This is an optimization exercise on Yosys and OpenROAD, whose aim is small area, a short achievable clock period and few clock cycles per item, not a production implementation.
Only simulation tests tie the RTL to the original design; equivalence was not proved.

// ntt256
module ntt256 (
    input  wire        clk,
    input  wire        rst_n,
    input  wire        start,
    output wire        done,
    output wire [7:0]  ram_addr_a,
    output wire        ram_we_a,
    output wire [23:0] ram_wdata_a,
    input  wire [23:0] ram_rdata_a,
    output wire [7:0]  ram_addr_b,
    output wire        ram_we_b,
    output wire [23:0] ram_wdata_b,
    input  wire [23:0] ram_rdata_b
);
Size: roughly 5300 cells after synthesis, ~610 flip-flops, roughly 0.047 sq mm of cells after synthesis.
Settings: LEC_CHECK=0, CAP_MARGIN=20, CORE_MARGIN=2, CORE_UTILIZATION=40, SLEW_MARGIN=20, SYNTH_MEMORY_MAX_BITS=8192; clock period 10.0 ns.
standard.sh (not shown) runs the stock make flow with config.mk's settings and CLKGATE_MAP_FILE= SYNTH_SCRIPT=/design/flow/synth_recipe.tcl, a recipe that flattens the netlist after the stock synthesis.
==> flow/flow/run.sh <==
#!/bin/bash
# Standard layout (the standard.sh), with timing repair aiming for 6 ns of setup slack.
set -euo pipefail
bash standard.sh SETUP_SLACK_MARGIN=6 finish > standard_flow.log 2>&1
The baseline ran to the end with no violations.
Testbench counts at the start, summed over its fixed seeds: cycles 18,720, ntts 18.
==> next run, changes <==
==> flow/flow/run.sh (replaced) <==
#!/bin/bash
# Standard layout (the standard.sh), with timing repair aiming for 6.5 ns of setup slack.
set -euo pipefail
bash standard.sh SETUP_SLACK_MARGIN=6.5 finish > standard_flow.log 2>&1
ABC_AREA = 1   (was unset)
Synthesized cell count grows by 16%.
Utilization grows by 2.3 points.
Synthesized area grows by 2.0%.
Die area grows by 2.0%.
Non-clock buffer count grows by 109.
Global-route usage grows by 5.9 points.
==> next run, changes <==
ABC_AREA = unset   (was 1)
What happened:
- via count falls by about 8%
- setup slack is better by 0.032 ns

Another version of the RTL of ntt256 (not shown whole).
Size: ~5700 cells after synthesis, about 550 flip-flops, roughly 120 I/O pins, about 49000 um^2 of cells after synthesis.
Settings: LEC_CHECK=0, ABC_CLOCK_PERIOD_IN_PS=3000, CAP_MARGIN=20, CORE_MARGIN=2, CORE_UTILIZATION=40, SETUP_SLACK_MARGIN=5, SLEW_MARGIN=20, SYNTH_MEMORY_MAX_BITS=8192; clock period 10.0 ns.
run.sh (not shown) runs the stock make flow with config.mk's settings and CLKGATE_MAP_FILE= SYNTH_SCRIPT=/design/flow/synth_recipe.tcl, a recipe that flattens the netlist after the stock synthesis.
Stock flow here: none of the scripts above is used.
The first run ran to the end with no violations.
Testbench counts at the start, summed over its fixed seeds: cycles 18,720, ntts 18.
==> next run, changes <==
Settings changed: ABC_CLOCK_PERIOD_IN_PS 3000 to not set, SETUP_SLACK_MARGIN 5 to not set, SYNTH_MEMORY_MAX_BITS 8192 to not set.
The new run ended with an error in synthesis.

before:
ntt256, a different RTL version from the one above (not shown whole).
Size: roughly 530 flip-flops, about 120 I/O pins.
clock: 10.0 ns
lec_check: 0
abc_area: 1
cap_margin: 20
core_margin: 2
core_utilization: 40
setup_slack_margin: 5
slew_margin: 20
synth_memory_max_bits: 8192
before finished all stages; the layout is clean.
Testbench counts of before, summed over its fixed seeds: cycles 18,702, ntts 18.
Input changes introduced in after (baseline for comparison: before):
- SETUP_SLACK_MARGIN no longer set, was 5
==> flow/flow/run.sh (new file) <==
#!/bin/bash
# Standard layout (the standard.sh), with timing repair aiming for 6.8 ns of setup slack.
set -euo pipefail
bash standard.sh SETUP_SLACK_MARGIN=6.8 finish > standard_flow.log 2>&1
==> flow/standard.sh (new file) <==
#!/bin/bash
# synth_recipe.tcl (not shown) runs the flow's synth.tcl, then flattens the netlist and writes it again
# the make line also repeats each setting of config.mk as NAME=value (left out here)
make -C /OpenROAD-flow-scripts/flow DESIGN_CONFIG=/design/flow/config.mk WORK_HOME=/design/flow/orfs CLKGATE_MAP_FILE= SYNTH_SCRIPT=/design/flow/synth_recipe.tcl "${@:-finish}"
removed: flow/run.sh
Findings:
- There was hardly any difference in total of hold buffers inserted after clock tree synthesis between before and after.
- after does worse than before on violation count after the first detailed-route iteration.
- Wire: after routes more than before
- Tightest hold margin improves in after relative to before.
- [compare] base=before new=after: routed via count divided by cell count went up; met1 demand-to-capacity share in global routing decreased by 0.69 points relative to the old numbers.

## v6
ntt256 again, from the RTL that the note above started with.
Design ntt256, start of the top module:
module ntt256 (
    input  wire        clk,
    input  wire        rst_n,
    input  wire        start,
    output wire        done,
    output wire [7:0]  ram_addr_a,
    output wire        ram_we_a,
    output wire [23:0] ram_wdata_a,
    input  wire [23:0] ram_rdata_a,
    output wire [7:0]  ram_addr_b,
    output wire        ram_we_b,
    output wire [23:0] ram_wdata_b,
    input  wire [23:0] ram_rdata_b
);
Settings: LEC_CHECK=0, ABC_AREA=1, CAP_MARGIN=20, CORE_MARGIN=2, CORE_UTILIZATION=40, SLEW_MARGIN=20, SYNTH_MEMORY_MAX_BITS=8192; clock period 10.0 ns.
standard.sh (not shown) runs the stock make flow with config.mk's settings and CLKGATE_MAP_FILE= SYNTH_SCRIPT=/design/flow/synth_recipe.tcl, a recipe that flattens the netlist after the stock synthesis.
==> flow/flow/run.sh <==
#!/bin/bash
# Standard layout (the standard.sh), with timing repair aiming for 6.5 ns of setup slack.
set -euo pipefail
bash standard.sh SETUP_SLACK_MARGIN=6.5 finish > standard_flow.log 2>&1
Testbench counts of v6, summed over its fixed seeds: cycles 18,702, ntts 18.
### v6 -> v7
==> flow/flow/run.sh <==
#!/bin/bash
# Standard layout (the standard.sh), with timing repair aiming for 7.1 ns of setup slack.
set -euo pipefail
bash standard.sh SETUP_SLACK_MARGIN=7.1 finish > standard_flow.log 2>&1
Slowest cell on the critical path: dfstp_2 -> v7, ha_2 -> v6
Utilization was higher in v7 than in v6.
Of v7 and v6, the run reporting the lower global-route wire length before repair was v6.
In the tables for v7 and v6, via total after detailed routing reads higher with v7.
Taking v6 over v7, the met3 layer wire length in the routed design ratio works out to 0.874.

oak:
ntt256 with an RTL version that a note above also has.
Size: ~5,300 cells after synthesis, about 610 flip-flops, roughly 120 I/O pins, ~47,000 µm² of cells after synthesis.
==> flow/config.mk <==
export PLATFORM = sky130hd
export DESIGN_NAME = ntt256
export DESIGN_NICKNAME = ntt256
export VERILOG_FILES = /design/flow/design.v
export SDC_FILE = /design/flow/constraint.sdc
export NUM_CORES = 4
export LEC_CHECK = 0
export CAP_MARGIN = 20
export CORE_MARGIN = 2
export CORE_UTILIZATION = 60
export SLEW_MARGIN = 20
export SYNTH_MEMORY_MAX_BITS = 8192
==> flow/constraint.sdc <==
create_clock -name core_clock -period 10.0 [get_ports {clk}]
set_input_delay 2.0000 -clock core_clock [delete_from_list [all_inputs] [get_ports {clk}]]
set_output_delay 2.0000 -clock core_clock [all_outputs]
set_load 0.01 [all_outputs]
==> flow/flow/run.sh <==
#!/bin/bash
# Standard layout (the standard.sh), with timing repair aiming for 6.5 ns of setup slack.
set -euo pipefail
bash standard.sh SETUP_SLACK_MARGIN=6.5 finish > standard_flow.log 2>&1
Testbench counts of oak, summed over its fixed seeds: cycles 18,720, ntts 18.
Modified inputs, pine compared to oak
Settings: PLACE_DENSITY: unset -> 0.75.
## What came out
- pine finished every stage and its layout cleared the timing, design-rule and antenna checks.
- Slew at the pin with the worst max-slew slack ends up higher on oak.
- Diff oak -> pine | least setup slack across all paths after layout | increase of 0.17 ns
- pine gives less first-iteration DRC count than oak did.
- pine drops fewer vias than oak.
- Of the two values seen for highest-delay cell along the critical path, sky130_fd_sc_hd__a41oi_1 was produced by pine and sky130_fd_sc_hd__fa_1 by oak.

[what the ideal ports hide]
The flow's constraints put no driver on any port. The routed layouts listed below were extracted and timed again, unchanged, in two steps.
Step 1, drivers: a clkbuf_16 drives clk and a buf_2 each remaining input, both assumed.
Step 2 adds t to the input delays and takes it off the output delays; t is the mean of the earliest and latest rising clock arrival at the registers after step 1. Input paths then give back, and output paths get back, about the clock's delay inside the block.
Three values: ideal ports, drivers, drivers and shift; two values: the first two.
run	t (ns)	slack for setup (ns)	hold WS [ns]	worst setup path at the end	latest minus earliest clock arrival (ns)
the first run of note 1	0.688	5.831 / 5.831 / 5.831	0.315 / 0.315 / 0.315	register to register	0.036 / 0.036
the second run of note 1	0.714	6.313 / 6.313 / 6.313	0.325 / 0.325 / 0.325	register to register	0.038 / 0.039
the third run of note 1	0.694	6.345 / 6.345 / 6.345	0.311 / 0.311 / 0.311	register to register	0.039 / 0.038
the first run of note 2	0.748	4.387 / 4.387 / 4.387	0.322 / 0.322 / 0.322	register to register	0.038 / 0.038
before	0.738	5.066 / 5.066 / 5.066	0.375 / 0.375 / 0.375	register to register	0.080 / 0.079
after	0.714	6.718 / 6.654 / 6.718	0.428 / 0.428 / 0.428	register to register	0.030 / 0.029
v6	0.750	6.332 / 6.332 / 6.332	0.384 / 0.384 / 0.384	register to register	0.056 / 0.056
v7	0.754	6.674 / 6.598 / 6.657	0.365 / 0.365 / 0.365	input to register	0.063 / 0.063
oak	0.690	6.156 / 6.156 / 6.156	0.307 / 0.307 / 0.307	register to register	0.044 / 0.044
pine	0.686	6.322 / 6.322 / 6.322	0.308 / 0.308 / 0.308	register to register	0.046 / 0.045
After both steps setup and hold are still met in every run listed. For v7, which loses most, drivers alone change the setup slack by -0.076 ns; drivers and shift together by -0.017 ns.
